Context: an optimization exercise on an open-source flow, tuned for small area. The choices shown serve that exercise and are no tape-out recipe.
Where RTL was checked, it was by simulation tests only, not by an equivalence proof against the original.
No activity file was given, so power comes from the tool's default toggle rates.

== run a ==
==> module dpll_clock_recovery, before the edit <==
module dpll_clock_recovery (
    input  wire clk_2m,
    input  wire rst_n,
    input  wire pulse_edge,      
    input  wire gate_done,       
    input  wire m_seq_in,
    output reg  recovered_clk,
    output reg  locked
);
parameter KP = 8'h10;    
parameter KI = 8'h05;    
reg [30:0] acc;
reg [30:0] INIT_INC;
reg        gate_done_d;
wire       cnt = pulse_edge & ~gate_done;
wire load_all = ~rst_n;
wire acc_clr  = gate_done_d | load_all;
wire [30:0] acc_next;
rca #(31) acc_add (
    .a(acc & {31{~acc_clr}}),
    .b({19'd0, cnt, 4'd0, cnt, cnt, 3'd0, cnt, cnt}),    
    .ci(1'b0),
    .s(acc_next)
);
always @(posedge clk_2m or negedge rst_n) begin
    if (!rst_n)
        gate_done_d <= 1'b0;
    else
        gate_done_d <= gate_done;
end
always @(posedge clk_2m) begin
    acc <= acc_next;
    if (acc_clr)
        INIT_INC <= acc;
end
reg [1:0] m_seq_delay;
always @(posedge clk_2m) m_seq_delay <= {m_seq_delay[0], m_seq_in};
wire edge_detected = m_seq_delay[1] ^ m_seq_delay[0];
reg [15:0] phase_now, phase_diff, phase_error;
reg [21:0] int_error;      
reg [31:0] dco_phase;
reg [31:0] dco_increment;
reg [7:0]  lock_counter;
wire [21:0] int_sum;
rca #(22) int_add (
    .a(int_error),
    .b({{8{phase_error[15]}}, phase_error[15:2]}),
    .ci(1'b0),
    .s(int_sum)
);
wire int_hi = ~int_error[21] & int_error[20];
wire int_lo = int_error[21] & (~int_error[20] | ~|int_error[19:0]);
wire [21:0] int_next = int_hi ? 22'h0FFFFF :
                       int_lo ? 22'h300001 : int_sum;
wire [23:0] int_sx = {{2{int_error[21]}}, int_error};
wire [23:0] int5;
rca #(24) int5_add (
    .a(int_sx),
    .b({int_sx[21:0], 2'b00}),
    .ci(1'b0),
    .s(int5)
);
wire [23:0] i_term = {{8{int5[23]}}, int5[23:8]};
wire [24:0] pi_sum;
rca #(25) pi_add (
    .a({1'b0, i_term}),
    .b({9'd0, phase_error}),
    .ci(1'b0),
    .s(pi_sum)
);
wire [31:0] inc_next;
rca #(32) inc_add (
    .a({1'b0, INIT_INC}),
    .b({7'd0, pi_sum}),
    .ci(1'b0),
    .s(inc_next)
);
wire pe_small = phase_error[15] ? (phase_error > 16'hFFCE) : (phase_error < 16'd50);
wire lc_sat = pe_small ? (&lock_counter) : ~|lock_counter;
wire [7:0] lc_next;
rca #(8) lc_add (
    .a(lock_counter),
    .b({{7{~pe_small}}, 1'b1}),
    .ci(1'b0),
    .s(lc_next)
);
wire [31:0] phase_next;
rca #(32) nco_add (
    .a(dco_phase),
    .b(dco_increment),
    .ci(1'b0),
    .s(phase_next)
);
always @(posedge clk_2m or negedge rst_n) begin
    if (!rst_n) begin
        int_error     <= 22'd0;
        dco_phase     <= 32'd0;
        lock_counter  <= 8'd0;
        recovered_clk <= 1'b0;
        locked        <= 1'b0;
    end else begin
        if (edge_detected) begin
            int_error <= int_next;
            if (!lc_sat)
                lock_counter <= lc_next;
        end
        dco_phase     <= phase_next;
        recovered_clk <= dco_phase[31];
        locked        <= (lock_counter > 8'd32);
    end
end
always @(posedge clk_2m) begin
    if (edge_detected | load_all) begin
        phase_now     <= dco_phase[31:16] & {16{rst_n}};
        phase_diff    <= phase_now;
        phase_error   <= phase_diff;
        dco_increment <= inc_next;
    end
end
endmodule
==> module rca, before the edit <==
module rca #(
    parameter W = 8
) (
    input  wire [W-1:0] a,
    input  wire [W-1:0] b,
    input  wire         ci,
    output wire [W-1:0] s
);
wire [W:0] c;
assign c[0] = ci;
genvar i;
generate
    for (i = 0; i < W; i = i + 1) begin : bit_
        wire nc = ~c[i];
        assign s[i]   = ~(a[i] ^ b[i] ^ nc);
        assign c[i+1] = ~((~a[i] & ~b[i]) | (nc & ~(a[i] & b[i])));
    end
endgenerate
endmodule
==> flow/config.mk <==
export PLATFORM = sky130hd
export DESIGN_NAME = top
export DESIGN_NICKNAME = top
export VERILOG_FILES = /design/flow/design.v
export SDC_FILE = /design/flow/constraint.sdc
export NUM_CORES = 4
export LEC_CHECK = 0
export CAP_MARGIN = 20
export CORE_MARGIN = 2
export CORE_UTILIZATION = 40
export SLEW_MARGIN = 20
==> flow/constraint.sdc <==
create_clock -name core_clock -period 40.0 [get_ports {clk_2m}]
set_input_delay 8.0000 -clock core_clock [delete_from_list [all_inputs] [get_ports {clk_2m}]]
set_output_delay 8.0000 -clock core_clock [all_outputs]
set_load 0.01 [all_outputs]
standard.sh (not shown) runs the stock make flow with config.mk's settings and CLKGATE_MAP_FILE= SYNTH_SCRIPT=/design/flow/synth_recipe.tcl, a recipe that flattens the netlist after the stock synthesis.
==> flow/flow/run.sh <==
#!/bin/bash
# Standard layout, with clock tree synthesis run without dummy loads.
set -euo pipefail
export CTS_ARGS="-sink_clustering_enable -repair_clock_nets -dont_use_dummy_load -buf_list sky130_fd_sc_hd__clkbuf_8 -sink_clustering_size 20 -sink_clustering_max_diameter 50"
bash standard.sh > standard.log 2>&1
Run a finished every stage and its layout cleared the timing, DRC and antenna checks.
The inputs of run b differ from those of run a as listed below.
diff --git a/flow/design.v b/flow/design.v
--- a/flow/design.v
+++ b/flow/design.v
@@ -127,11 +127,11 @@
         locked        <= (lock_counter > 8'd32);
     end
 end
 always @(posedge clk_2m) begin
     if (edge_detected | load_all) begin
-        phase_now     <= dco_phase[31:16] & {16{rst_n}};
+        phase_now     <= dco_phase[31:16];
         phase_diff    <= phase_now;
         phase_error   <= phase_diff;
         dco_increment <= inc_next;
     end
 end
@@ -272,11 +272,10 @@
 wire [W:0] c;
 assign c[0] = ci;
 genvar i;
 generate
     for (i = 0; i < W; i = i + 1) begin : bit_
-        wire nc = ~c[i];
-        assign s[i]   = ~(a[i] ^ b[i] ^ nc);
-        assign c[i+1] = ~((~a[i] & ~b[i]) | (nc & ~(a[i] & b[i])));
+        assign s[i]   = a[i] ^ b[i] ^ c[i];
+        assign c[i+1] = (a[i] & b[i]) | (c[i] & (a[i] ^ b[i]));
     end
 endgenerate
 endmodule
## What came out
- Compared with run a, run b shows a cell total after placement that is 6.1% higher.
- Run b vs. run a: per-cell routed wire length went down by 4.0%.
- Run b reports a lower final critical-path required period than run a does.
- Power: run b draws more than run a
- Summary of run b over run a: post-layout instance area grew by 2.3%; first-pass detailed-route iteration total shrank by 1; area growth from synthesis to final layout grew by 0.29 points.
Function not checked in run b: the RTL went through the layout flow alone.

[what the ideal ports hide]
The flow's constraints put no driver on any port. The routed layouts listed below were extracted and timed again, unchanged, in two steps. Step 1, drivers: a clkbuf_16 drives clk_2m and a buf_2 each remaining input, both assumed. Step 2, shift: input delay + t, output delay - t, t = (earliest + latest rising clock arrival at the registers) / 2. This alone moves slack from input paths to output paths. Three values: ideal, step 1, step 2; two values: the first two.
| run | shift t [ns] | slack for setup (ns) | worst hold slack (ns) | slew at the worst register clock pin (ns) |
|---|---|---|---|---|
| run a | 0.607 | 25.535 / 25.531 / 24.924 | 0.334 / 0.334 / 0.334 | 0.11 / 0.11 |
| run b | 0.555 | 25.733 / 25.747 / 25.192 | 0.343 / 0.343 / 0.343 | 0.10 / 0.10 |
After both steps every run listed still meets setup and hold. For run a, which loses most, drivers alone change the setup slack by -0.004 ns; drivers and shift together by -0.611 ns.
